Background: an optimization exercise with open tools, aiming at small area and a short achievable clock period. Do not read the settings as production practice.
Function was checked by simulation only, so behaviour that the tests miss may differ from the original.
Power and IR drop assume default switching activity.

File: flow/design.v
module t2c_late (
    input left, mid, right,    
    input mL, mF, mR,          
    input [3:0] dh,            
    input decide,              
    input at40,                
    input sp,                  
    input pm, cm, bm,          
    input [1:0] dirn, dL, dR, dU,        
    input [3:0] xp, xm, yp, ym,          
    input [8:0] xh,                      
    output go,                           
    output [2:0] move_n,
    output [1:0] dirn_n,
    output ex, ey,                       
    output [3:0] x_n, y_n,
    output pm_n, bm_n, cm_n,
    output [8:0] wr                      
);
  wire fL = ~left & ~mL;
  wire fF = ~mid & ~mF;
  wire fR = ~right & ~mR;
  wire nof = ~(fL | fF | fR);
  wire block = (fL & ~fF & ~fR) | (~fL & fF & ~fR) | (~fL & ~fF & fR);
  wire uf = sp & ((left & mid & ~right) | (left & ~mid & right) | (~left & mid & right));
  wire sL = decide & ~uf & fL;
  wire sF = decide & ~uf & ~fL & fF;
  wire sR = decide & ~uf & ~fL & ~fF & fR;
  wire sU = decide & (uf | (nof & ~at40));
  wire hold = ~(sL | sF | sR | sU);
  wire selN = dh[0] & sF | dh[1] & sL | dh[2] & sU | dh[3] & sR;
  wire selE = dh[0] & sR | dh[1] & sF | dh[2] & sL | dh[3] & sU;
  wire selS = dh[0] & sU | dh[1] & sR | dh[2] & sF | dh[3] & sL;
  wire selW = dh[0] & sL | dh[1] & sU | dh[2] & sR | dh[3] & sF;
  wire holdx = ~(selE | selW);
  wire holdy = ~(selN | selS);
  wire wm = decide & (pm & block | nof & ~at40);    
  assign go = ~hold;
  assign move_n = ({3{sL}} & 3'd2) | ({3{sF}} & 3'd1) | ({3{sR}} & 3'd3) | ({3{sU}} & 3'd4);
  assign dirn_n = ({2{sL}} & dL) | ({2{sF}} & dirn) | ({2{sR}} & dR) | ({2{sU}} & dU);
  assign ex = ~holdx;
  assign ey = ~holdy;
  assign x_n = ({4{selE}} & xp) | ({4{selW}} & xm);
  assign y_n = ({4{selS}} & yp) | ({4{selN}} & ym);
  assign pm_n = cm | wm;
  assign bm_n = cm | wm;
  assign cm_n = sU & bm;
  assign wr = xh & {9{wm}};
endmodule
module t2c_maze_explorer (
    input clk,
    input rst_n,
    input left,
    mid,
    right,   
    output reg [2:0] move
);
  reg [1:0] st;         
  reg [3:0] x_pos, y_pos;
  reg [1:0] dirn;       
  reg flag2;
  reg cm;               
  reg bm;               
  reg pm;               
  reg mN, mE, mS, mW;   
  wire [80:0] mark;     
  wire idle = ~st[1] & ~st[0];
  wire decide = st[1] & ~st[0];
  wire [15:0] xa, ya;   
  genvar gi, gj;
  generate
    for (gi = 0; gi < 16; gi = gi + 1) begin : g_dec
      assign xa[gi] = (x_pos == gi);
      assign ya[gi] = (y_pos == gi);
    end
  endgenerate
  wire [8:0] xh = xa[8:0], yh = ya[8:0];
  wire [8:0] col_y;     
  wire [8:0] row_x;     
  generate
    for (gi = 0; gi < 9; gi = gi + 1) begin : g_pl
      wire [8:0] a, b;
      for (gj = 0; gj < 9; gj = gj + 1) begin : g_t
        assign a[gj] = mark[gi*9+gj] & yh[gj];
        assign b[gj] = mark[gj*9+gi] & xh[gj];
      end
      assign col_y[gi] = |a;
      assign row_x[gi] = |b;
    end
  endgenerate
  wire x_out = |xa[15:9];
  wire y_out = |ya[15:9];
  always @(posedge clk) begin
    mE <= y_out | (|(col_y[8:1] & xa[7:0])) | (|xa[14:8]) | (xa[15] & col_y[0]);
    mW <= y_out | (|(col_y[8:0] & xa[9:1])) | xa[0] | (|xa[15:10]);
    mS <= x_out | (|(row_x[8:1] & ya[7:0])) | (|ya[14:8]) | (ya[15] & row_x[0]);
    mN <= x_out | (|(row_x[8:0] & ya[9:1])) | ya[0] | (|ya[15:10]);
  end
  wire [3:0] dh = {dirn == 2'd3, dirn == 2'd2, dirn == 2'd1, dirn == 2'd0};
  wire mL = dh[0] & mW | dh[1] & mN | dh[2] & mE | dh[3] & mS;
  wire mF = dh[0] & mN | dh[1] & mE | dh[2] & mS | dh[3] & mW;
  wire mR = dh[0] & mE | dh[1] & mS | dh[2] & mW | dh[3] & mN;
  wire at40 = xa[4] & ya[0];
  wire sp = at40 & ~flag2;
  wire [3:0] xp = {x_pos[3] ^ (&x_pos[2:0]), x_pos[2] ^ (&x_pos[1:0]), x_pos[1] ^ x_pos[0], ~x_pos[0]};
  wire [3:0] xm = {x_pos[3] ^ ~(|x_pos[2:0]), x_pos[2] ^ ~(|x_pos[1:0]), x_pos[1] ^ ~x_pos[0], ~x_pos[0]};
  wire [3:0] yp = {y_pos[3] ^ (&y_pos[2:0]), y_pos[2] ^ (&y_pos[1:0]), y_pos[1] ^ y_pos[0], ~y_pos[0]};
  wire [3:0] ym = {y_pos[3] ^ ~(|y_pos[2:0]), y_pos[2] ^ ~(|y_pos[1:0]), y_pos[1] ^ ~y_pos[0], ~y_pos[0]};
  wire [1:0] dL = {dirn[1] ^ ~dirn[0], ~dirn[0]};
  wire [1:0] dR = {dirn[1] ^ dirn[0], ~dirn[0]};
  wire [1:0] dU = {~dirn[1], dirn[0]};
  wire go, ex, ey;
  wire [2:0] move_n;
  wire [1:0] dirn_n;
  wire [3:0] x_n, y_n;
  wire pm_n, bm_n, cm_n;
  wire [8:0] wr;
  t2c_late u_late (
      .left(left), .mid(mid), .right(right), .mL(mL), .mF(mF), .mR(mR), .dh(dh),
      .decide(decide), .at40(at40), .sp(sp), .pm(pm), .cm(cm), .bm(bm),
      .dirn(dirn), .dL(dL), .dR(dR), .dU(dU), .xp(xp), .xm(xm), .yp(yp), .ym(ym), .xh(xh),
      .go(go), .move_n(move_n), .dirn_n(dirn_n), .ex(ex), .ey(ey), .x_n(x_n), .y_n(y_n),
      .pm_n(pm_n), .bm_n(bm_n), .cm_n(cm_n), .wr(wr));
  always @(posedge clk or negedge rst_n) begin
    if (!rst_n) begin
      st <= 2'b00;
      move <= 3'd0;
      dirn <= 2'd0;
      x_pos <= 4'd4;
      y_pos <= 4'd8;
      flag2 <= 1'b0;
      cm <= 1'b1;
      bm <= 1'b1;
      pm <= 1'b1;
    end else begin
      st <= {st[1] | st[0], ~st[0]};
      if (decide && at40) flag2 <= 1'b1;
      if (decide) pm <= pm_n;
      if (go) begin
        move <= move_n;
        dirn <= dirn_n;
        bm <= bm_n;
        cm <= cm_n;
      end
      if (ex) x_pos <= x_n;
      if (ey) y_pos <= y_n;
    end
  end
  generate
    for (gi = 0; gi < 9; gi = gi + 1) begin : g_wi
      for (gj = 0; gj < 9; gj = gj + 1) begin : g_wj
        if (gi == 4 && gj == 8) begin : g_start
          assign mark[gi*9+gj] = 1'b1;
        end else begin : g_cell
          reg m_n;   
          always @(posedge clk) m_n <= (m_n | idle) & ~(wr[gi] & yh[gj]);
          assign mark[gi*9+gj] = ~m_n;
        end
      end
    end
  endgenerate
endmodule
File: flow/flow/run.sh
#!/bin/bash
# Own layout flow: the standard flow, except that the synthesised netlist
# comes from the same synthesis script with different ABC mapping (see
# flow/mysynth.tcl and flow/settings.sh) and without the adder-cell mapping.
# Registers (names and cell types) are those of the standard synthesis; this
# is checked below, and the standard netlist is used if they differ.
set -euo pipefail
W=$PWD
F=$W/flow
R=$W/orfs/results/$FLOW_PLATFORM/t2c_maze_explorer/base
source $F/settings.sh

bash standard.sh synth > $W/log_std_synth.txt 2>&1
cp $R/1_2_yosys.v $W/std_1_2_yosys.v

# 2. own synthesis in a separate ORFS work folder
make -C $FLOW_HOME DESIGN_CONFIG=$W/config.mk WORK_HOME=$W/own \
  CLKGATE_MAP_FILE= SYNTH_SCRIPT=$F/mysynth.tcl synth > $W/log_own_synth.txt 2>&1
OWN=$W/own/results/$FLOW_PLATFORM/t2c_maze_explorer/base/1_2_yosys.v

regs() { grep -E '^ *sky130_fd_sc_hd__(df|ed|sd)[a-z]*_[0-9]+ ' "$1" | awk '{print $1, $2}' | sed 's/_[0-9]* / /' | sort; }
regs $R/1_2_yosys.v > $W/regs_std.txt
regs $OWN > $W/regs_own.txt
if cmp -s $W/regs_std.txt $W/regs_own.txt; then
  cp $OWN $R/1_2_yosys.v
  echo "own synthesis used" > $W/log_synth_choice.txt
else
  echo "register mismatch; keeping the standard synthesis" > $W/log_synth_choice.txt
fi

# 3. the rest of the standard flow on that netlist
export SETUP_SLACK_MARGIN=$FLOW_SETUP_MARGIN
bash standard.sh > $W/log_flow.txt 2>&1
File: flow/flow/area.abc
strash; dch -f; amap; topo
File: flow/flow/mysynth.tcl
proc synth {args} {

  yosys synth -nofsm -noshare {*}$args
  if {[lsearch -exact $args fine:] >= 0 && [info exists ::env(MY_LATE_OUTS)] && $::env(MY_LATE_OUTS) ne ""} {
    # mark the cells between the wires MY_LATE_INS and MY_LATE_OUTS
    yosys select -set lo {*}$::env(MY_LATE_OUTS) %ci*
    yosys select -set li {*}$::env(MY_LATE_INS) %ci*
    yosys setattr -set my_late 1 @lo @li %d
    yosys select -clear
  }
}
set ::env(ADDER_MAP_FILE) ""
proc abc {args} {
  set i [lsearch -exact $args -script]
  if {$i >= 0} {
    if {[info exists ::env(MY_ABC_SCRIPT)] && $::env(MY_ABC_SCRIPT) ne ""} {
      set args [lreplace $args $i [expr {$i+1}] -script $::env(MY_ABC_SCRIPT)]
    } else {
      set args [lreplace $args $i [expr {$i+1}]]
    }
  }
  set j [lsearch -exact $args -D]
  if {$j >= 0} { set args [lreplace $args $j [expr {$j+1}]] }
  if {[info exists ::env(MY_ABC_D)] && $::env(MY_ABC_D) ne ""} {
    lappend args -D $::env(MY_ABC_D)
  }
  if {[info exists ::env(MY_LATE_D)] && $::env(MY_LATE_D) ne ""} {
    # speed-map the logic cone of the sensor inputs first (up to the flip-flops)
    set stop {}
    foreach c [split [string trim [tee -q -s result.string select -list-mod =A:liberty_cell]] "\n"] {
      if {[regexp {__(df|ed|sd)} $c]} { lappend stop $c }
    }
    if {[info exists ::env(MY_LATE_OUTS)] && $::env(MY_LATE_OUTS) ne ""} {
      yosys select -set late a:my_late
    } else {
      yosys select -set late {*}$::env(MY_LATE_FROM) %co*:-[join $stop ,]
    }
    yosys tee -o $::env(REPORTS_DIR)/late_stat.txt stat @late
    set sargs $args
    set k [lsearch -exact $sargs -script]
    if {$k >= 0} { set sargs [lreplace $sargs $k [expr {$k+1}]] }
    if {[info exists ::env(MY_LATE_SCRIPT)] && $::env(MY_LATE_SCRIPT) ne ""} { lappend sargs -script $::env(MY_LATE_SCRIPT) }
    set k [lsearch -exact $sargs -D]
    if {$k >= 0} { set sargs [lreplace $sargs $k [expr {$k+1}]] }
    lappend sargs -D $::env(MY_LATE_D)
    puts "my late abc: $sargs"
    yosys abc {*}$sargs @late
    yosys select -clear
  }
  if {[info exists ::env(MY_KEEP)]} {
    set kargs $args
    set k [lsearch -exact $kargs -script]
    if {$k >= 0} { set kargs [lreplace $kargs $k [expr {$k+1}]] }
    set k [lsearch -exact $kargs -D]
    if {$k >= 0} { set kargs [lreplace $kargs $k [expr {$k+1}]] }
    if {[info exists ::env(MY_KEEP_SCRIPT)] && $::env(MY_KEEP_SCRIPT) ne ""} { lappend kargs -script $::env(MY_KEEP_SCRIPT) }
    lappend kargs -D $::env(MY_KEEP_D)
    foreach m $::env(MY_KEEP) {
      puts "my keep abc ($m): $kargs"
      yosys abc {*}$kargs $m
    }
    yosys abc {*}$args $::env(DESIGN_NAME)
    return
  }
  puts "my abc: $args"
  yosys abc {*}$args
}
# modules named in MY_KEEP keep their own hierarchy until after ABC, which maps
# them on their own with yosys's default (delay-driven) script and -D MY_KEEP_D
proc hierarchy {args} {
  yosys hierarchy {*}$args
  if {[info exists ::env(MY_KEEP)]} {
    foreach m $::env(MY_KEEP) { yosys setattr -mod -set keep_hierarchy 1 $m }
  }
}
source $::env(SCRIPTS_DIR)/synth.tcl
# left out here: clear keep_hierarchy, flatten, clean up, hide names made inside functions, write 1_2_yosys.v
File: flow/flow/settings.sh
# settings for flow/run.sh
export MY_ABC_SCRIPT=$F/area.abc   # ABC script for the design
export MY_KEEP=t2c_late            # module mapped on its own, delay-driven
export MY_KEEP_D=300               # its ABC delay target (ps)
export FLOW_SETUP_MARGIN=6.5       # repair_timing setup margin (ns)
File: flow/standard.sh
#!/bin/bash
# synth_recipe.tcl (not shown) runs the flow's synth.tcl, then flattens the netlist and writes it again
# the make line also repeats each setting of config.mk as NAME=value (left out here)
make -C /OpenROAD-flow-scripts/flow DESIGN_CONFIG=/design/flow/config.mk WORK_HOME=/design/flow/orfs CLKGATE_MAP_FILE= SYNTH_SCRIPT=/design/flow/synth_recipe.tcl "${@:-finish}"
File: flow/config.mk
export PLATFORM = sky130hd
export DESIGN_NAME = t2c_maze_explorer
export DESIGN_NICKNAME = t2c_maze_explorer
export VERILOG_FILES = /design/flow/design.v
export SDC_FILE = /design/flow/constraint.sdc
export NUM_CORES = 4
export LEC_CHECK = 0
export CAP_MARGIN = 20
export CORE_MARGIN = 2
export CORE_UTILIZATION = 55
export SLEW_MARGIN = 20
File: flow/constraint.sdc
create_clock -name core_clock -period 9.0 [get_ports {clk}]
set_input_delay 1.8000 -clock core_clock [delete_from_list [all_inputs] [get_ports {clk}]]
set_output_delay 1.8000 -clock core_clock [all_outputs]
set_load 0.01 [all_outputs]
==> results of run 1 <==
critical path: stages:
cell       delay (ps)
buf_12            120
and3_4            200
o31a_4            320
buf_4             150
nand3_2            80
o2111ai_4         110
or2_1             270
inv_4             120
nor2_1             60
a21oi_1           140
sequential cells by signal, indices dropped and copies added (netlist names):
register and cells:
bm 1, cm 1, dirn 2, flag2 1
g_wi.g_wj.g_cell.m_n 80, mE 1, mN 1, mS 1
mW 1, move 3, pm 1, st 2
x_pos 4, y_pos 4
how the worst max path moves through the flow:
stage                     slack, ps  start                   end  depth (start not counted)
after floorplan                5830    mid  x_pos[2]$_DFFE_PN1P_                          8
after global placement         4810    mid  x_pos[0]$_DFFE_PN0P_                          9
after detailed placement       4670    mid  x_pos[1]$_DFFE_PN0P_                          9
after CTS                      5950    mid  y_pos[3]$_DFFE_PN1P_                         10
after global routing           5900    mid  y_pos[0]$_DFFE_PN0P_                         10
final                          5950    mid  x_pos[2]$_DFFE_PN1P_                         10
stage by stage:
| stage | total power, uW | util (%) |
|---|---|---|
| after global placement | 1370 | 60.6 |
| final | 1960 | 77.2 |
| after global routing | 2050 | 77.2 |
| after CTS | 1810 | 70.7 |
| after floorplan | 1170 | - |
| after detailed placement | 1390 | 60.6 |
power by group:
part	total [uW]	internal (uW)	leakage, uW	switching [uW]
logic	931	374	0.00129	557
registers	761	611	0.000898	150
clock network	267	103	0.0000875	164
final cells by class:
type | instances | area, sq um | share of cell area (%)
Multi-Input combinational cell | 402 | 3160 | 47.4
Inverter | 51 | 280 | 4.20
Clock inverter | 6 | 43.8 | 0.657
Clock buffer | 10 | 128 | 1.91
Timing Repair inverter | 5 | 21.3 | 0.319
Timing Repair Buffer | 81 | 727 | 10.9
Sequential cell | 103 | 2170 | 32.5
Tap cell | 108 | 135 | 2.03
timing repair:
item                       4_1_cts  5_1_grt
gates cloned                     4        2
resized for setup              136       92
buffers inserted                40       27
setup endpoints to repair      104      117
pin swaps                       30       73
routing by layer:
metal | global-route usage (%) | vias to the layer above | wire (microns)
met1 | 42.7 | 2546 | 6550
met4 | 19.9 | 0 | 1060
met5 | 0 | - | 0
li1 | - | 2363 | -
met2 | 53.8 | 328 | 8030
met3 | 6.16 | 99 | 1620
==> results.txt, run 1 <==
# TYPE chip_impl_metric gauge
chip_impl_metric{name="setup_viol_count_final",unit=""} 0
chip_impl_metric{name="fin_worst_skew",unit="ps"} 16.5
chip_impl_info{name="crit_type",value="in2reg"} 1
chip_impl_metric{name="gp_congestion",unit=""} 0.962
chip_impl_metric{name="first_global_vias",unit=""} 4985
chip_impl_metric{name="final_min_period_over_clock_period",unit="%"} 33.9
chip_impl_metric{name="clk_transition_reported_paths",unit="ps"} 110
chip_impl_metric{name="die_extent_in_y",unit="microns"} 98.1
chip_impl_metric{name="io_buffer_count",unit=""} 7
chip_impl_metric{name="min_setup_slack_post_route",unit="ps"} 5950
chip_impl_metric{name="clk_latency",unit="ps"} 370
chip_impl_metric{name="detail_route.drc_violations",unit=""} 0
chip_impl_metric{name="grt_start_max_net_pins",unit=""} 82
chip_impl_info{name="regToRegStartpoint",value="x_pos[1]$_DFFE_PN0P_"} 1
chip_impl_info{name="cts_root_buffer",value="clkbuf_8"} 1
chip_impl_metric{name="fillerInstances",unit=""} 619
chip_impl_metric{name="drt_pre_antenna_iters",unit=""} 5
chip_impl_metric{name="ir_worst_vdd",unit="V"} 0.000154
chip_impl_metric{name="worst-r2r-cell-count",unit=""} 16
chip_impl_metric{name="route.antenna.remaining_nets",unit=""} 0
chip_impl_metric{name="post_drt_wl_per_cell",unit="microns"} 22.5
chip_impl_info{name="layout.cells.most_common",value="dfxtp_1"} 1
chip_impl_metric{name="critPathMaxFanout",unit=""} 8
chip_impl_metric{name="post_cts_hold_buffer_count",unit=""} 0
chip_impl_metric{name="hpwl",unit="microns"} 10200
chip_impl_metric{name="layout_net_count",unit=""} 658
chip_impl_info{name="rsz0062_at_grt",value="true"} 1
chip_impl_metric{name="tns",unit="ps"} 0
chip_impl_metric{name="detailroute.via_count",unit=""} 5336
chip_impl_metric{name="clk_path_buf_depth",unit=""} 2
chip_impl_metric{name="tightestPinTransition",unit="ps"} 870
chip_impl_metric{name="hold-path-cell-count",unit=""} 1
chip_impl_metric{name="setup.reg_to_reg.worst_slack",unit="ps"} 6060
chip_impl_metric{name="die_area",unit="sq um"} 9630
chip_impl_metric{name="cp_data_required_time",unit="ps"} 9310
chip_impl_metric{name="post_synth_inst_count",unit=""} 558
chip_impl_metric{name="globalRouteOverflowTotal",unit=""} 0
chip_impl_metric{name="drive_gt1_share",unit="%"} 36.6
chip_impl_metric{name="route.detailed.vias_per_inst",unit=""} 6.97
chip_impl_metric{name="achievable-frequency",unit="GHz"} 0.328
chip_impl_metric{name="drv.max_cap_violation_count",unit=""} 0
chip_impl_metric{name="num_rows",unit=""} 34
chip_impl_metric{name="slew_headroom",unit="%"} 41.9
chip_impl_metric{name="cts-buffers-inserted",unit=""} 9
chip_impl_metric{name="hold_violations",unit=""} 0
chip_impl_metric{name="floorplan.io_pins",unit=""} 8
chip_impl_metric{name="syn_area_per_cell",unit="sq um"} 8.73
chip_impl_metric{name="power-per-cell-area",unit="nW/um^2"} 294
chip_impl_metric{name="finalNonFillerCells",unit=""} 766
chip_impl_metric{name="global_route_wire_length_before_repair",unit="microns"} 26000
chip_impl_metric{name="critPathArrivalTime",unit="ps"} 3350
chip_impl_metric{name="start_util",unit="%"} 56.4
chip_impl_metric{name="htree_num_levels",unit=""} 3
chip_impl_metric{name="final_period_minus_worst_setup_slack",unit="ps"} 3050
chip_impl_metric{name="antenna_violations_before_repair",unit=""} 0
chip_impl_metric{name="placed_inst_area",unit="sq um"} 5230
chip_impl_metric{name="drt-total-wl",unit="microns"} 17300
chip_impl_metric{name="clk_sinks",unit=""} 103
chip_impl_info{name="mostFrequentLayoutCells",value="84 x dfxtp_1, 78 x o22a_1, 67 x o22ai_1"} 1
chip_impl_metric{name="holdWs",unit="ps"} 520
chip_impl_metric{name="synth_nets",unit=""} 563
chip_impl_metric{name="dpl_cells",unit=""} 677
chip_impl_info{name="min-delay-start",value="g_wi[0].g_wj[2].g_cell.m_n$_DFF_P_"} 1
chip_impl_metric{name="final_cell_area",unit="sq um"} 6670
chip_impl_metric{name="grt_util_all_layers",unit="%"} 33.7
chip_impl_metric{name="dp_slack",unit="ps"} 4670
chip_impl_metric{name="synthesis_to_layout_area_growth",unit="%"} 36.8
chip_impl_metric{name="insertedDiodeCount",unit=""} 0
chip_impl_metric{name="coreArea",unit="sq um"} 8640
chip_impl_info{name="worst_hold_path_type",value="reg2reg"} 1
chip_impl_metric{name="detailedRoute.firstIterationViolations",unit=""} 581
chip_impl_info{name="whs_endpoint",value="g_wi[0].g_wj[2].g_cell.m_n$_DFF_P_"} 1
chip_impl_metric{name="synth-warning-count",unit=""} 1
chip_impl_metric{name="p_leak",unit="uW"} 0.00227
chip_impl_metric{name="syn-cell-area",unit="sq um"} 4870
chip_impl_metric{name="finalMaxSlewViolations",unit=""} 0
chip_impl_info{name="status",value="complete, no violations"} 1
chip_impl_info{name="endpoint_kind",value="flop"} 1
chip_impl_info{name="worst_setup_path_start_kind",value="input pin"} 1
chip_impl_metric{name="fp.dieW",unit="microns"} 98.1
chip_impl_info{name="regToRegEndpoint",value="x_pos[2]$_DFFE_PN1P_"} 1
chip_impl_info{name="tritoncts",value="yes"} 1
==> inputs of run 2 (changes only) <==
==> flow/flow/settings.sh (replaced) <==
# settings for flow/run.sh
export MY_ABC_SCRIPT=$F/area.abc   # ABC script for the design
export MY_KEEP=t2c_late            # module mapped on its own, delay-driven
export MY_KEEP_D=300               # its ABC delay target (ps)
export FLOW_SETUP_MARGIN=6.0       # repair_timing setup margin (ns)
==> results.txt, run 2 <==
# TYPE chip_impl_metric gauge
chip_impl_info{name="status",value="complete, no violations"} 1
chip_impl_metric{name="layout_net_count",unit=""} 622
chip_impl_metric{name="cp_data_required_time",unit="ps"} 9300
chip_impl_metric{name="drt-total-wl",unit="microns"} 16100
chip_impl_metric{name="antenna_violations_before_repair",unit=""} 0
chip_impl_metric{name="tns",unit="ps"} 0
chip_impl_metric{name="die_extent_in_y",unit="microns"} 98.1
chip_impl_info{name="routing_layer_with_the_top_usage_in_global_route",value="met2"} 1
chip_impl_metric{name="drt_pre_antenna_iters",unit=""} 5
chip_impl_metric{name="ir_worst_vdd",unit="V"} 0.000139
chip_impl_info{name="endpoint_kind",value="flop"} 1
chip_impl_metric{name="gp_congestion",unit=""} 0.961
chip_impl_metric{name="final_min_period_over_clock_period",unit="%"} 34.0
chip_impl_info{name="worst_setup_path_start_kind",value="input pin"} 1
chip_impl_metric{name="grt_util_all_layers",unit="%"} 32.1
chip_impl_metric{name="grt_start_max_net_pins",unit=""} 82
chip_impl_metric{name="drive_gt1_share",unit="%"} 26.7
chip_impl_metric{name="route.antenna.remaining_nets",unit=""} 0
chip_impl_metric{name="fp.dieW",unit="microns"} 98.1
chip_impl_metric{name="drv.max_cap_violation_count",unit=""} 0
chip_impl_metric{name="power.share.clock",unit="%"} 15.5
chip_impl_metric{name="p_leak",unit="uW"} 0.00205
chip_impl_metric{name="syn_area_per_cell",unit="sq um"} 8.73
chip_impl_metric{name="hold_violations",unit=""} 0
chip_impl_metric{name="cts-buffers-inserted",unit=""} 9
chip_impl_metric{name="grt_util_met3",unit="%"} 5.51
chip_impl_metric{name="critPathMaxFanout",unit=""} 4
chip_impl_metric{name="syn-cell-area",unit="sq um"} 4870
chip_impl_metric{name="start_util",unit="%"} 56.4
chip_impl_metric{name="max_incr_delay_on_cp",unit="ps"} 400
chip_impl_metric{name="achievable-frequency",unit="GHz"} 0.327
chip_impl_info{name="crit_slowest_cell",value="nor4b_4"} 1
chip_impl_metric{name="tightestPinTransition",unit="ps"} 849
chip_impl_metric{name="placed_inst_area",unit="sq um"} 5230
chip_impl_metric{name="detailroute.via_count",unit=""} 5108
chip_impl_info{name="mostFrequentLayoutCells",value="84 x dfxtp_1, 78 x o22a_1, 67 x nor2_1, 67 x o22ai_1, 33 x buf_4"} 1
chip_impl_info{name="registers_with_the_most_flip_flops",value="g_wi.g_wj.g_cell.m_n x80, x_pos x4, y_pos x4"} 1
chip_impl_info{name="cp_top_family",value="compound AO/OA/AOI/OAI gates"} 1
chip_impl_metric{name="post_drt_wl_per_cell",unit="microns"} 22.0
chip_impl_metric{name="fin_worst_skew",unit="ps"} 13.0
chip_impl_info{name="worst_hold_path_type",value="reg2reg"} 1
chip_impl_info{name="cp_cell_sequence",value="buf_8, buf_6, nor2_4, nor4b_4, a21oi_4, buf_6, o2111ai_4, buf_6, a22o_1, nor2_2, a21oi_1"} 1
chip_impl_metric{name="global_route_wire_length_before_repair",unit="microns"} 24500
chip_impl_info{name="crit_path_frequent_cell",value="buf_6"} 1
chip_impl_metric{name="num_rows",unit=""} 34
chip_impl_metric{name="switching_power_of_the_nets",unit="uW"} 809
chip_impl_metric{name="part_of_the_total_power_dissipated_in_sequential_elements",unit="%"} 41.1
chip_impl_info{name="tritoncts",value="yes"} 1
chip_impl_metric{name="die_area",unit="sq um"} 9630
chip_impl_metric{name="synth-warning-count",unit=""} 1
chip_impl_info{name="layout.cells.most_common",value="dfxtp_1"} 1
chip_impl_metric{name="clk_transition_reported_paths",unit="ps"} 100
chip_impl_metric{name="number_of_buffer_and_inverter_instances_along_the_worst_setup_path",unit=""} 4
chip_impl_metric{name="fin_util",unit="%"} 71.1
chip_impl_metric{name="synth_nets",unit=""} 563
chip_impl_metric{name="synthesis_to_layout_area_growth",unit="%"} 26.1
chip_impl_metric{name="post-layout-total-power",unit="uW"} 1830
chip_impl_metric{name="io_buffer_count",unit=""} 7
chip_impl_metric{name="detailedRoute.firstIterationViolations",unit=""} 605
chip_impl_metric{name="final_period_minus_worst_setup_slack",unit="ps"} 3060
chip_impl_metric{name="finalMaxSlewViolations",unit=""} 0
chip_impl_metric{name="power-per-cell-area",unit="nW/um^2"} 298
chip_impl_metric{name="globalRouteOverflowTotal",unit=""} 0
chip_impl_info{name="cts_root_buffer",value="clkbuf_8"} 1
chip_impl_metric{name="htree_num_levels",unit=""} 3
chip_impl_metric{name="clk_path_buf_depth",unit=""} 2
chip_impl_metric{name="post_synth_inst_count",unit=""} 558
chip_impl_metric{name="clk_sinks",unit=""} 103
chip_impl_metric{name="max_reg_flops",unit=""} 80
chip_impl_metric{name="p_int",unit="uW"} 1020
chip_impl_metric{name="insertedDiodeCount",unit=""} 0
chip_impl_info{name="rsz0062_at_grt",value="true"} 1
chip_impl_metric{name="clk_latency",unit="ps"} 380
chip_impl_metric{name="first_global_vias",unit=""} 4722
chip_impl_info{name="max_flop_register",value="g_wi.g_wj.g_cell.m_n"} 1
chip_impl_metric{name="post_cts_hold_buffer_count",unit=""} 0
chip_impl_metric{name="grt_util_met2",unit="%"} 51.4
chip_impl_metric{name="power.share.combinational",unit="%"} 43.4
chip_impl_metric{name="detail_route.drc_violations",unit=""} 0
chip_impl_metric{name="groute.layer.met1.usage",unit="%"} 42.5
chip_impl_metric{name="switching_share",unit="%"} 44.2
chip_impl_metric{name="final_cell_area",unit="sq um"} 6140
chip_impl_metric{name="holdWs",unit="ps"} 496
chip_impl_metric{name="setup_viol_count_final",unit=""} 0
chip_impl_metric{name="route.detailed.vias_per_inst",unit=""} 7.00
chip_impl_metric{name="floorplan.io_pins",unit=""} 8
chip_impl_metric{name="coreArea",unit="sq um"} 8640
chip_impl_metric{name="hpwl",unit="microns"} 9980
chip_impl_metric{name="critPathArrivalTime",unit="ps"} 3360
chip_impl_info{name="crit_type",value="in2reg"} 1
chip_impl_metric{name="slew_headroom",unit="%"} 43.2
[run 2: cell count changes in the layout (fill, tap and decap cells not counted), sizes merged]
cell / before / now
clkdlybuf4s50: 0 / 1
clkinvlp: 5 / 3
clkinv: 35 / 28
buf: 80 / 44
a31oi: 1 / 2
inv: 22 / 27
dlymetal6s2s: 1 / 0
dlygate4sd2: 0 / 3
[run 2: worst paths after layout]
check | startpoint | endpoint | slack [ps] | cells past startpoint
worst max-delay path | right | y_pos[0]$_DFFE_PN0P_ | 5940 | 11
worst min-delay path | flag2$_DFFE_PN0P_ | flag2$_DFFE_PN0P_ | 500 | 1
worst max register to register | dirn[1]$_DFFE_PN0P_ | y_pos[0]$_DFFE_PN0P_ | 6070 | 13
worst min register to register | flag2$_DFFE_PN0P_ | flag2$_DFFE_PN0P_ | 500 | 1
max in group asynchronous | rst_n | y_pos[1]$_DFFE_PN0P_ | 6520 | 1
min in group asynchronous | rst_n | st[0]$_DFF_PN0_ | 1890 | 1
[run 2: metrics by stage]
| step | setup WS (ps) | std cells |
|---|---|---|
| 2_1_floorplan | 5830 | 558 |
| 3_3_place_gp | 4820 | 678 |
| 3_5_place_dp | 4710 | 678 |
| 4_1_cts | 5970 | 707 |
| 5_1_grt | 5870 | 730 |
| 6_report | 5940 | 730 |
[run 2: cell type report]
| cell class | instances | area, sq um |
|---|---|---|
| repair buffers | 48 | 424 |
| repair inverters | 1 | 5.00 |
| well taps | 108 | 135 |
| multi-input cells | 403 | 2990 |
| inverters | 51 | 235 |
| clock buffers | 10 | 138 |
| fillers | 673 | 2490 |
| clock inverters | 6 | 50.0 |
| flip-flops and latches | 103 | 2170 |
[run 2: worst register-to-register path, stage by stage, from the launching register on]
cell and delay (ps):
dfrtp_1 450, clkinv_1 220, nor2_2 340, a222oi_1 170, nand2_1 240, o22ai_4 150, nor4b_4 360, a21oi_4 110
buf_6 160, o2111ai_4 240, buf_6 140, a22o_1 140, nor2_2 40, a21oi_1 100
[run 2: what timing repair did]
item / 4_1_cts / 5_1_grt
setup buffers: 12 / 21
gates resized for setup: 71 / 78
endpoints found under the setup margin: 102 / 75
cloned: 1 / 2
pin swaps: 10 / 25
[run 2: per-layer routing]
metal / wire, microns / vias to the layer above
li1: - / 2294
met4: 682 / 0
met3: 1430 / 68
met1: 6450 / 2445
met5: 0 / -
met2: 7530 / 301
[run 2: power by group through the flow]
stage               clock [uW]  sequential, uW  combinational, uW
global route               307             768                845
finish                     284             753                795
floorplan                    0             707                464
global placement             0             741                621
CTS                        289             737                690
detailed placement           0             742                633
==> inputs of run 3 (changes only) <==
--- a/flow/design.v
+++ b/flow/design.v
@@ -126,4 +126,11 @@
       st <= 2'b00;
       move <= 3'd0;
+    end else begin
+      st <= {st[1] | st[0], ~st[0]};
+      if (go) move <= move_n;
+    end
+  end
+  always @(posedge clk) begin
+    if (idle) begin
       dirn <= 2'd0;
       x_pos <= 4'd4;
@@ -134,9 +141,7 @@
       pm <= 1'b1;
     end else begin
-      st <= {st[1] | st[0], ~st[0]};
       if (decide && at40) flag2 <= 1'b1;
       if (decide) pm <= pm_n;
       if (go) begin
-        move <= move_n;
         dirn <= dirn_n;
         bm <= bm_n;
--- a/flow/config.mk
+++ b/flow/config.mk
@@ -8,4 +8,4 @@
 export CAP_MARGIN = 20
 export CORE_MARGIN = 2
-export CORE_UTILIZATION = 55
+export CORE_UTILIZATION = 50
 export SLEW_MARGIN = 20
==> results.txt, run 3 <==
# TYPE chip_impl_metric gauge
chip_impl_metric{name="layout_net_count",unit=""} 603
chip_impl_info{name="cp_top_family",value="compound AO/OA/AOI/OAI gates"} 1
chip_impl_info{name="regToRegEndpoint",value="x_pos[3]$_SDFFE_PP0P_"} 1
chip_impl_metric{name="fillerInstances",unit=""} 786
chip_impl_metric{name="final_cell_area",unit="sq um"} 6080
chip_impl_metric{name="grt_start_max_net_pins",unit=""} 85
chip_impl_metric{name="worst-path-stages",unit=""} 10
chip_impl_metric{name="cts-buffers-inserted",unit=""} 9
chip_impl_metric{name="final_min_period_over_clock_period",unit="%"} 33.7
chip_impl_metric{name="fin_util",unit="%"} 65.5
chip_impl_metric{name="post_synth_inst_count",unit=""} 553
chip_impl_metric{name="gp_congestion",unit=""} 0.936
chip_impl_metric{name="antenna_violations_before_repair",unit=""} 0
chip_impl_metric{name="syn-cell-area",unit="sq um"} 4800
chip_impl_metric{name="setup_viol_count_final",unit=""} 0
chip_impl_metric{name="detailroute.via_count",unit=""} 5015
chip_impl_metric{name="critPathArrivalTime",unit="ps"} 3340
chip_impl_info{name="routing_layer_with_the_top_usage_in_global_route",value="met2"} 1
chip_impl_metric{name="achievable-frequency",unit="GHz"} 0.329
chip_impl_metric{name="synthesis_to_layout_area_growth",unit="%"} 26.6
chip_impl_metric{name="worst-r2r-cell-count",unit=""} 12
chip_impl_metric{name="route.antenna.remaining_nets",unit=""} 0
chip_impl_metric{name="ir_worst_vdd",unit="V"} 0.000166
chip_impl_metric{name="fp.dieW",unit="microns"} 102
chip_impl_metric{name="hpwl",unit="microns"} 10200
chip_impl_info{name="max_flop_register",value="g_wi.g_wj.g_cell.m_n"} 1
chip_impl_metric{name="start_util",unit="%"} 51.7
chip_impl_metric{name="detailedRoute.firstIterationViolations",unit=""} 549
chip_impl_metric{name="cp_data_required_time",unit="ps"} 9300
chip_impl_info{name="status",value="complete, no violations"} 1
chip_impl_info{name="cts_root_buffer",value="clkbuf_8"} 1
chip_impl_metric{name="max_incr_delay_on_cp",unit="ps"} 300
chip_impl_metric{name="tightestPinTransition",unit="ps"} 917
chip_impl_metric{name="max_reg_flops",unit=""} 80
chip_impl_info{name="whs_endpoint",value="cm$_SDFFE_PP1P_"} 1
chip_impl_metric{name="slew_headroom",unit="%"} 38.9
chip_impl_info{name="worst_hold_path_type",value="reg2reg"} 1
chip_impl_info{name="crit_path_frequent_cell",value="buf_12"} 1
chip_impl_info{name="registers_with_the_most_flip_flops",value="g_wi.g_wj.g_cell.m_n x80, x_pos x4, y_pos x4"} 1
chip_impl_metric{name="setup.reg_to_reg.worst_slack",unit="ps"} 6050
chip_impl_metric{name="floorplan.io_pins",unit=""} 8
chip_impl_metric{name="drive_gt1_share",unit="%"} 23.7
chip_impl_info{name="layout.cells.most_common",value="dfxtp_1"} 1
chip_impl_metric{name="coreArea",unit="sq um"} 9280
chip_impl_metric{name="grt_util_all_layers",unit="%"} 31.8
chip_impl_info{name="cp_cell_sequence",value="buf_12, o22ai_4, nor4b_4, a21oi_4, buf_12, o2111ai_4, or2_4, inv_8, o21ai_2, a21oi_2"} 1
chip_impl_metric{name="post_drt_wl_per_cell",unit="microns"} 22.2
chip_impl_metric{name="critPathMaxFanout",unit=""} 6
chip_impl_metric{name="drv.max_cap_violation_count",unit=""} 0
chip_impl_info{name="rsz0062_at_grt",value="true"} 1
chip_impl_metric{name="die_extent_in_y",unit="microns"} 102
chip_impl_metric{name="syn_area_per_cell",unit="sq um"} 8.68
chip_impl_metric{name="hold-path-cell-count",unit=""} 2
chip_impl_metric{name="clk_sinks",unit=""} 103
chip_impl_metric{name="htree_num_levels",unit=""} 3
chip_impl_info{name="mostFrequentLayoutCells",value="94 x dfxtp_1, 79 x o22a_1, 64 x o22ai_1"} 1
chip_impl_metric{name="number_of_buffer_and_inverter_instances_along_the_worst_setup_path",unit=""} 3
chip_impl_metric{name="placed_inst_area",unit="sq um"} 5170
chip_impl_metric{name="first_global_vias",unit=""} 4659
chip_impl_metric{name="clk_transition_reported_paths",unit="ps"} 100
chip_impl_metric{name="io_buffer_count",unit=""} 7
chip_impl_metric{name="synth_nets",unit=""} 558
chip_impl_info{name="regToRegStartpoint",value="dirn[1]$_SDFFE_PP0P_"} 1
chip_impl_metric{name="die_area",unit="sq um"} 10400
chip_impl_metric{name="clk_path_buf_depth",unit=""} 2
chip_impl_info{name="tritoncts",value="yes"} 1
chip_impl_metric{name="post-layout-total-power",unit="uW"} 1980
chip_impl_metric{name="groute.layer.met1.usage",unit="%"} 42.7
chip_impl_metric{name="fin_worst_skew",unit="ps"} 13.7
chip_impl_metric{name="drt-total-wl",unit="microns"} 16300
chip_impl_metric{name="grt_util_met2",unit="%"} 50.5
chip_impl_metric{name="p_leak",unit="uW"} 0.00196
chip_impl_metric{name="tns",unit="ps"} 0
chip_impl_metric{name="power-per-cell-area",unit="nW/um^2"} 326
chip_impl_metric{name="insertedDiodeCount",unit=""} 0
chip_impl_metric{name="num_rows",unit=""} 35
chip_impl_metric{name="globalRouteOverflowTotal",unit=""} 0
chip_impl_info{name="worst_setup_path_start_kind",value="input pin"} 1
chip_impl_info{name="crit_type",value="in2reg"} 1
chip_impl_info{name="min-delay-start",value="cm$_SDFFE_PP1P_"} 1
chip_impl_info{name="endpoint_kind",value="flop"} 1
chip_impl_info{name="crit_slowest_cell",value="or2_4"} 1
chip_impl_metric{name="clk_latency",unit="ps"} 380
chip_impl_metric{name="final_period_minus_worst_setup_slack",unit="ps"} 3040
chip_impl_metric{name="grt_util_met3",unit="%"} 6.29
chip_impl_metric{name="synth-warning-count",unit=""} 1
chip_impl_metric{name="hold_violations",unit=""} 0
chip_impl_metric{name="drt_pre_antenna_iters",unit=""} 8
chip_impl_metric{name="route.detailed.vias_per_inst",unit=""} 6.85
chip_impl_metric{name="detail_route.drc_violations",unit=""} 0
chip_impl_metric{name="post_cts_hold_buffer_count",unit=""} 0
chip_impl_metric{name="finalMaxSlewViolations",unit=""} 0
chip_impl_metric{name="global_route_wire_length_before_repair",unit="microns"} 25200
==> run 3: changes by cell type in the layout (fill, tap and decap cells not counted), moves of 5 or more <==
cell | previous run | this run
inv_2 | 10 | 1
nor2_2 | 7 | 1
inv_4 | 9 | 4
dfstp_2 | 5 | 0
buf_12 | 1 | 6
dfrtp_1 | 11 | 5
dfxtp_1 | 84 | 94
nor2_1 | 67 | 62
nand3_1 | 6 | 0
buf_4 | 33 | 18
clkinv_2 | 3 | 11
==> run 3: power breakdown <==
part / internal [uW] / total, uW / switching (uW)
Clock: 154 / 315 / 160
Sequential: 633 / 805 / 172
Combinational: 343 / 865 / 522
==> run 3: metal layers <==
metal	up-vias	wire length [microns]	share of wire [%]
li1	2271	-	-
met3	44	1460	9.0
met5	-	0	0
met2	229	7700	47
met1	2471	6710	41
met4	0	391	2.4
==> run 3: worst reg2reg max path, stage by stage (launching register included) <==
cell and delay, ps:
dfxtp_1 380, nor2_1 520, a222oi_1 200, nand2_1 280, o22ai_4 170, nor4b_4 350, a21oi_4 60, buf_12 150
o2111ai_4 260, or2_4 220, inv_8 50, o21ai_2 130, a21oi_2 60
==> run 3: worst max-delay path by stage <==
stage | from | endpoint | slack, ps
5_1_grt | dirn[1]$_SDFFE_PP0P_ | x_pos[3]$_SDFFE_PP0P_ | 5890
4_1_cts | mid | x_pos[3]$_SDFFE_PP0P_ | 5960
2_1_floorplan | left | x_pos[3]$_SDFFE_PP0P_ | 5760
3_3_place_gp | mid | x_pos[0]$_SDFFE_PP0P_ | 4890
6_report | mid | x_pos[3]$_SDFFE_PP0P_ | 5960
3_5_place_dp | left | x_pos[0]$_SDFFE_PP0P_ | 4730
==> run 3: area by class of cell <==
class / instances / area, sq um / share of cell area (%)
Sequential cell: 103 / 2090 / 34.4
Clock buffer: 13 / 170 / 2.80
Tap cell: 129 / 161 / 2.65
Timing Repair Buffer: 32 / 337 / 5.54
Clock inverter: 3 / 46.3 / 0.761
Inverter: 48 / 238 / 3.91
Multi-Input combinational cell: 404 / 3040 / 49.9
==> run 3: metrics by stage <==
step	setup slack [ps]	instances	hold WS, ps
after floorplan	5760	553	432
after global placement	4890	690	447
after detailed placement	4730	690	471
after CTS	5960	722	498
after global routing	5890	732	522
final	5960	732	500
==> run 3: repair_timing <==
action,in CTS,in global routing
setup endpoints to repair,101,83
gates cloned,5,0
hold endpoints to repair,0,0
resized for setup,75,55
pin swaps,13,18
buffers inserted,11,10
==> inputs of run 4 (changes only) <==
--- a/flow/config.mk
+++ b/flow/config.mk
@@ -8,4 +8,4 @@
 export CAP_MARGIN = 20
 export CORE_MARGIN = 2
-export CORE_UTILIZATION = 50
+export CORE_UTILIZATION = 55
 export SLEW_MARGIN = 20
==> results.txt, run 4 <==
# TYPE chip_impl_metric gauge
chip_impl_metric{name="synth_nets",unit=""} 558
chip_impl_metric{name="floorplan.io_pins",unit=""} 8
chip_impl_metric{name="first_global_vias",unit=""} 4427
chip_impl_metric{name="drive_gt1_share",unit="%"} 20.8
chip_impl_metric{name="route.antenna.remaining_nets",unit=""} 0
chip_impl_metric{name="tns",unit="ps"} 0
chip_impl_metric{name="p_int",unit="uW"} 1040
chip_impl_metric{name="drt-total-wl",unit="microns"} 15600
chip_impl_metric{name="post_drt_wl_per_cell",unit="microns"} 22.3
chip_impl_metric{name="coreArea",unit="sq um"} 8590
chip_impl_info{name="crit_type",value="in2reg"} 1
chip_impl_metric{name="htree_num_levels",unit=""} 3
chip_impl_metric{name="syn-cell-area",unit="sq um"} 4800
chip_impl_metric{name="global_route_wire_length_before_repair",unit="microns"} 23900
chip_impl_metric{name="power.share.clock",unit="%"} 15.4
chip_impl_metric{name="clk_latency",unit="ps"} 380
chip_impl_metric{name="slew_headroom",unit="%"} 40.0
chip_impl_info{name="tritoncts",value="yes"} 1
chip_impl_info{name="cp_top_family",value="compound AO/OA/AOI/OAI gates"} 1
chip_impl_metric{name="hold_violations",unit=""} 0
chip_impl_metric{name="max_reg_flops",unit=""} 80
chip_impl_metric{name="critPathArrivalTime",unit="ps"} 3410
chip_impl_metric{name="ir_worst_vdd",unit="V"} 0.000178
chip_impl_metric{name="tightestPinTransition",unit="ps"} 901
chip_impl_metric{name="clk_path_buf_depth",unit=""} 2
chip_impl_metric{name="switching_share",unit="%"} 44.5
chip_impl_metric{name="detail_route.drc_violations",unit=""} 0
chip_impl_info{name="max_flop_register",value="g_wi.g_wj.g_cell.m_n"} 1
chip_impl_metric{name="power.share.combinational",unit="%"} 42.3
chip_impl_metric{name="synth-warning-count",unit=""} 1
chip_impl_metric{name="post_cts_hold_buffer_count",unit=""} 0
chip_impl_info{name="mostFrequentLayoutCells",value="97 x dfxtp_1, 79 x o22a_1, 64 x o22ai_1"} 1
chip_impl_info{name="status",value="complete, no violations"} 1
chip_impl_info{name="cts_root_buffer",value="clkbuf_8"} 1
chip_impl_info{name="worst_setup_path_start_kind",value="input pin"} 1
chip_impl_metric{name="clk_transition_reported_paths",unit="ps"} 120
chip_impl_info{name="endpoint_kind",value="flop"} 1
chip_impl_metric{name="number_of_buffer_and_inverter_instances_along_the_worst_setup_path",unit=""} 3
chip_impl_info{name="cp_cell_sequence",value="buf_12, o41ai_1, a21oi_1, a31oi_4, buf_12, nor2b_4, inv_4, o22a_1"} 1
chip_impl_metric{name="insertedDiodeCount",unit=""} 0
chip_impl_metric{name="drt_pre_antenna_iters",unit=""} 6
chip_impl_metric{name="gp_congestion",unit=""} 0.926
chip_impl_metric{name="final_period_minus_worst_setup_slack",unit="ps"} 3090
chip_impl_metric{name="placed_inst_area",unit="sq um"} 5140
chip_impl_metric{name="fin_worst_skew",unit="ps"} 15.3
chip_impl_metric{name="final_min_period_over_clock_period",unit="%"} 34.4
chip_impl_info{name="crit_slowest_cell",value="o41ai_1"} 1
chip_impl_metric{name="min_setup_slack_post_route",unit="ps"} 5910
chip_impl_metric{name="hpwl",unit="microns"} 9990
chip_impl_metric{name="power-per-cell-area",unit="nW/um^2"} 318
chip_impl_metric{name="fp.dieW",unit="microns"} 97.4
chip_impl_metric{name="cts-buffers-inserted",unit=""} 9
chip_impl_metric{name="critPathMaxFanout",unit=""} 9
chip_impl_metric{name="part_of_the_total_power_dissipated_in_sequential_elements",unit="%"} 42.3
chip_impl_metric{name="clk_sinks",unit=""} 103
chip_impl_metric{name="p_leak",unit="uW"} 0.00189
chip_impl_info{name="rsz0062_at_grt",value="true"} 1
chip_impl_metric{name="dp_slack",unit="ps"} 4740
chip_impl_metric{name="grt_start_max_net_pins",unit=""} 85
chip_impl_info{name="layout.cells.most_common",value="dfxtp_1"} 1
chip_impl_metric{name="grt_util_all_layers",unit="%"} 31.5
chip_impl_info{name="crit_path_frequent_cell",value="buf_12"} 1
chip_impl_metric{name="switching_power_of_the_nets",unit="uW"} 834
chip_impl_metric{name="drv.max_cap_violation_count",unit=""} 0
chip_impl_metric{name="finalMaxSlewViolations",unit=""} 0
chip_impl_metric{name="syn_area_per_cell",unit="sq um"} 8.68
chip_impl_metric{name="final_cell_area",unit="sq um"} 5900
chip_impl_metric{name="post_synth_inst_count",unit=""} 553
chip_impl_metric{name="start_util",unit="%"} 55.9
chip_impl_metric{name="antenna_violations_before_repair",unit=""} 0
chip_impl_metric{name="cp_data_required_time",unit="ps"} 9320
chip_impl_metric{name="globalRouteOverflowTotal",unit=""} 0
chip_impl_metric{name="max_incr_delay_on_cp",unit="ps"} 530
chip_impl_metric{name="fin_util",unit="%"} 68.7
chip_impl_metric{name="detailedRoute.firstIterationViolations",unit=""} 561
chip_impl_metric{name="die_area",unit="sq um"} 9490
chip_impl_metric{name="synthesis_to_layout_area_growth",unit="%"} 22.9
chip_impl_metric{name="num_rows",unit=""} 34
chip_impl_metric{name="die_extent_in_y",unit="microns"} 97.4
chip_impl_metric{name="achievable-frequency",unit="GHz"} 0.323
chip_impl_info{name="worst_hold_path_type",value="reg2reg"} 1
chip_impl_metric{name="layout_net_count",unit=""} 591
chip_impl_info{name="registers_with_the_most_flip_flops",value="g_wi.g_wj.g_cell.m_n x80, x_pos x4, y_pos x4"} 1
chip_impl_metric{name="setup_viol_count_final",unit=""} 0
chip_impl_metric{name="io_buffer_count",unit=""} 7
chip_impl_metric{name="detailroute.via_count",unit=""} 4929
chip_impl_metric{name="route.detailed.vias_per_inst",unit=""} 7.05
==> run 4: stage by stage <==
step	hold slack (ps)	total power [uW]	cells
5_1_grt	518	1960	699
3_5_place_dp	448	1450	668
4_1_cts	477	1790	693
2_1_floorplan	432	1240	553
3_3_place_gp	445	1440	668
6_report	480	1870	699
==> run 4: power groups by stage <==
| stage | clock network [uW] | registers (uW) | logic, uW |
|---|---|---|---|
| final | 289 | 792 | 793 |
| after global routing | 308 | 812 | 841 |
| after CTS | 290 | 776 | 721 |
| after detailed placement | 0 | 780 | 673 |
| after global placement | 0 | 776 | 660 |
| after floorplan | 0 | 740 | 504 |
==> run 4: cell type report <==
cell class	count	area, sq um
Multi-Input combinational cell	402	3020
Fill cell	708	2690
Sequential cell	103	2090
Inverter	48	244
Timing Repair Buffer	22	224
Tap cell	108	135
Clock buffer	10	128
Clock inverter	6	63.8
==> run 4: worst paths after layout <==
check	start	endpoint	slack (ps)	cells after the start
worst max register to register	x_pos[3]$_SDFFE_PP0P_	mN$_DFF_P_	6020	11
min in group asynchronous	rst_n	st[0]$_DFF_PN0_	1640	1
worst min-delay path	cm$_SDFFE_PP1P_	cm$_SDFFE_PP1P_	480	2
worst min register to register	cm$_SDFFE_PP1P_	cm$_SDFFE_PP1P_	480	2
worst max-delay path	mid	g_wi[7].g_wj[3].g_cell.m_n$_DFF_P_	5910	8
max in group asynchronous	rst_n	move[1]$_DFFE_PN0P_	7130	1
==> run 4: timing repair <==
action	4_1_cts	5_1_grt
cloned	3	0
pin swaps	14	11
resized for setup	67	57
setup buffers	6	6
endpoints found under the setup margin	101	88
==> run 4: metal layers <==
metal / track usage [%] / share of wire [%] / vias up
met5: 0 / 0 / -
li1: - / - / 2256
met1: 44.3 / 43 / 2359
met2: 50.2 / 46 / 250
met3: 6.33 / 7.7 / 64
met4: 7.37 / 3.4 / 0
==> run 4: worst reg2reg max path, stage by stage (launching register included) <==
cell and delay (ps):
dfxtp_1 410, clkinvlp_4 230, nand2_1 160, nor2_1 80
clkinv_1 260, o22a_1 180, o221ai_1 180, nor4_2 380
o22ai_1 140, nor4_1 390, nor4b_1 290, o21ai_0 160
==> inputs of run 5 (changes only) <==
==> flow/flow/settings.sh (replaced) <==
# settings for flow/run.sh
export MY_ABC_SCRIPT=$F/area.abc   # ABC script for the design
export MY_KEEP=t2c_late            # module mapped on its own, delay-driven
export MY_KEEP_D=300               # its ABC delay target (ps)
export FLOW_SETUP_MARGIN=6.2       # repair_timing setup margin (ns)
==> results.txt, run 5 <==
# TYPE chip_impl_metric gauge
chip_impl_metric{name="finalMaxSlewViolations",unit=""} 0
chip_impl_metric{name="hold_violations",unit=""} 0
chip_impl_metric{name="clk_sinks",unit=""} 103
chip_impl_metric{name="power-per-cell-area",unit="nW/um^2"} 313
chip_impl_metric{name="route.detailed.vias_per_inst",unit=""} 7.28
chip_impl_info{name="worst_setup_path_start_kind",value="input pin"} 1
chip_impl_metric{name="final_cell_area",unit="sq um"} 6340
chip_impl_metric{name="detail_route.drc_violations",unit=""} 0
chip_impl_info{name="endpoint_kind",value="flop"} 1
chip_impl_metric{name="synth_nets",unit=""} 558
chip_impl_info{name="tritoncts",value="yes"} 1
chip_impl_metric{name="critPathMaxFanout",unit=""} 6
chip_impl_metric{name="globalRouteOverflowTotal",unit=""} 0
chip_impl_metric{name="hpwl",unit="microns"} 10200
chip_impl_metric{name="layout_net_count",unit=""} 622
chip_impl_metric{name="clk_transition_reported_paths",unit="ps"} 100
chip_impl_metric{name="post_drt_wl_per_cell",unit="microns"} 23.8
chip_impl_metric{name="slew_headroom",unit="%"} 39.0
chip_impl_metric{name="max_incr_delay_on_cp",unit="ps"} 350
chip_impl_metric{name="syn_area_per_cell",unit="sq um"} 8.68
chip_impl_metric{name="io_buffer_count",unit=""} 7
chip_impl_metric{name="detailroute.via_count",unit=""} 5318
chip_impl_metric{name="tightestPinTransition",unit="ps"} 916
chip_impl_metric{name="number_of_buffer_and_inverter_instances_along_the_worst_setup_path",unit=""} 1
chip_impl_info{name="crit_slowest_cell",value="o31a_4"} 1
chip_impl_metric{name="global_route_wire_length_before_repair",unit="microns"} 26900
chip_impl_metric{name="syn-cell-area",unit="sq um"} 4800
chip_impl_info{name="max_flop_register",value="g_wi.g_wj.g_cell.m_n"} 1
chip_impl_metric{name="drt_pre_antenna_iters",unit=""} 5
chip_impl_metric{name="fillerInstances",unit=""} 633
chip_impl_info{name="crit_type",value="in2reg"} 1
chip_impl_metric{name="critPathArrivalTime",unit="ps"} 3400
chip_impl_metric{name="hold-path-cell-count",unit=""} 2
chip_impl_metric{name="placed_inst_area",unit="sq um"} 5140
chip_impl_metric{name="final_min_period_over_clock_period",unit="%"} 34.9
chip_impl_metric{name="setup_viol_count_final",unit=""} 0
chip_impl_metric{name="post_synth_inst_count",unit=""} 553
chip_impl_metric{name="cts-buffers-inserted",unit=""} 9
chip_impl_metric{name="achievable-frequency",unit="GHz"} 0.319
chip_impl_metric{name="dp_slack",unit="ps"} 4670
chip_impl_metric{name="clk_latency",unit="ps"} 380
chip_impl_metric{name="final_period_minus_worst_setup_slack",unit="ps"} 3140
chip_impl_metric{name="cp_data_required_time",unit="ps"} 9260
chip_impl_metric{name="fin_worst_skew",unit="ps"} 12.4
chip_impl_info{name="mostFrequentLayoutCells",value="94 x dfxtp_1, 79 x o22a_1, 63 x o22ai_1"} 1
chip_impl_metric{name="die_area",unit="sq um"} 9490
chip_impl_metric{name="num_rows",unit=""} 34
chip_impl_metric{name="holdWs",unit="ps"} 506
chip_impl_info{name="cts_root_buffer",value="clkbuf_8"} 1
chip_impl_metric{name="drive_gt1_share",unit="%"} 30.5
chip_impl_metric{name="first_global_vias",unit=""} 5067
chip_impl_metric{name="synth-warning-count",unit=""} 1
chip_impl_metric{name="die_extent_in_y",unit="microns"} 97.4
chip_impl_metric{name="max_reg_flops",unit=""} 80
chip_impl_metric{name="coreArea",unit="sq um"} 8590
chip_impl_metric{name="drt-total-wl",unit="microns"} 17400
chip_impl_metric{name="fp.dieW",unit="microns"} 97.4
chip_impl_metric{name="grt_start_max_net_pins",unit=""} 85
chip_impl_info{name="cp_top_family",value="compound AO/OA/AOI/OAI gates"} 1
chip_impl_metric{name="worst-path-stages",unit=""} 8
chip_impl_metric{name="drv.max_cap_violation_count",unit=""} 0
chip_impl_metric{name="grt_util_all_layers",unit="%"} 35.5
chip_impl_metric{name="clk_path_buf_depth",unit=""} 2
chip_impl_info{name="worst_hold_path_type",value="reg2reg"} 1
chip_impl_metric{name="worst-r2r-cell-count",unit=""} 13
chip_impl_metric{name="floorplan.io_pins",unit=""} 8
chip_impl_metric{name="route.antenna.remaining_nets",unit=""} 0
chip_impl_info{name="rsz0062_at_grt",value="true"} 1
chip_impl_metric{name="insertedDiodeCount",unit=""} 0
chip_impl_metric{name="p_leak",unit="uW"} 0.00209
chip_impl_metric{name="gp_congestion",unit=""} 0.908
chip_impl_info{name="registers_with_the_most_flip_flops",value="g_wi.g_wj.g_cell.m_n x80, x_pos x4, y_pos x4"} 1
chip_impl_metric{name="detailedRoute.firstIterationViolations",unit=""} 529
chip_impl_metric{name="min_setup_slack_post_route",unit="ps"} 5860
chip_impl_metric{name="synthesis_to_layout_area_growth",unit="%"} 32.1
chip_impl_metric{name="ir_worst_vdd",unit="V"} 0.000161
chip_impl_metric{name="tns",unit="ps"} 0
chip_impl_metric{name="htree_num_levels",unit=""} 3
chip_impl_info{name="cp_cell_sequence",value="buf_12, and3_4, o31a_4, nand3_2, o2111ai_4, or2_4, a21oi_1, o21ai_1"} 1
chip_impl_info{name="layout.cells.most_common",value="dfxtp_1"} 1
chip_impl_metric{name="start_util",unit="%"} 55.9
chip_impl_info{name="status",value="complete, no violations"} 1
chip_impl_metric{name="antenna_violations_before_repair",unit=""} 0
==> run 5: worst reg2reg max path: cells and delay by family, from the launching register on <==
family                 cells  cell delay (ps)
AND/OR/NAND/NOR            6             1100
AO/OA/AOI/OAI              5             1030
buffers and inverters      2              310
flip-flops                 1              420
==> run 5: report_power, final <==
group	leakage, uW	internal, uW	switching, uW	total [uW]
clock	0.0000937	108	179	287
sequential	0.000862	633	174	806
combinational	0.00114	356	533	889
==> run 5: cell type report <==
class                   count  area (sq um)  share of cell area [%]
well taps                 108           135                    2.13
inverters                  48           279                    4.40
clock buffers              10           128                    2.01
flip-flops and latches    103          2090                    33.0
repair inverters            1          6.26                  0.0987
clock inverters             6          63.8                    1.01
repair buffers             50           487                    7.68
multi-input cells         404          3150                    49.6
==> run 5: per-stage QoR <==
stage | total power, uW | utilization [%] | instances
6_report | 1980 | 73.8 | 730
5_1_grt | 2070 | 73.8 | 730
4_1_cts | 1850 | 70.3 | 719
3_5_place_dp | 1460 | 59.8 | 668
3_3_place_gp | 1440 | 59.8 | 668
2_1_floorplan | 1240 | - | 553
==> run 5: per-layer routing <==
layer	track usage, %	wire length (microns)	up-vias
li1	-	-	2323
met1	46.8	6850	2598
met2	56.1	8290	324
met3	8.78	1600	73
met4	14.4	637	0
met5	0	0	-
==> run 5: timing repair <==
item | in CTS | in global routing
pin swaps | 37 | 23
hold buffers | 0 | 0
resized for setup | 134 | 55
gates cloned | 7 | 0
buffers inserted | 28 | 11
setup endpoints to repair | 103 | 101
==> run 5: path summary, 6_finish.rpt <==
kind / slack [ps] / end / startpoint
min: 510 / cm$_SDFFE_PP1P_ / cm$_SDFFE_PP1P_
max in group asynchronous: 7170 / move[2]$_DFFE_PN0P_ / rst_n
min in group asynchronous: 1640 / st[1]$_DFF_PN0_ / rst_n
min reg2reg: 510 / cm$_SDFFE_PP1P_ / cm$_SDFFE_PP1P_
max: 5860 / x_pos[2]$_SDFFE_PP1P_ / left
max reg2reg: 6020 / x_pos[2]$_SDFFE_PP1P_ / y_pos[0]$_SDFFE_PP0P_

-- re-timing with driven ports --
The results above use ideal ports. As a check the final layouts listed here were re-extracted and re-timed, cells and wires unchanged. Step 1 (the two cells are an assumption about what drives the block):
set clk [get_ports {clk}]
set_driving_cell -lib_cell sky130_fd_sc_hd__clkbuf_16 $clk
set_driving_cell -lib_cell sky130_fd_sc_hd__buf_2 [delete_from_list [all_inputs] $clk]
Step 2 times the ports against the registers' clock, not the clock port: input delays grow and output delays shrink by t, the midpoint of the rising clock arrivals with the driver on. a / b / c = ideal / step 1 / step 2; a / b = the first two.
run | shift t [ns] | slack for setup (ns) | worst setup path at the end
run 1 | 0.396 | 5.951 / 5.934 / 5.538 | input to register
run 2 | 0.408 | 5.943 / 5.923 / 5.515 | input to register
run 3 | 0.413 | 5.965 / 5.934 / 5.521 | input to register
run 4 | 0.409 | 5.908 / 5.897 / 5.488 | input to register
run 5 | 0.412 | 5.862 / 5.845 / 5.433 | input to register
After both steps setup and hold are still met in every run listed. The setup slack of run 3, which loses most, moves by -0.031 ns with the drivers and by -0.444 ns with both steps.
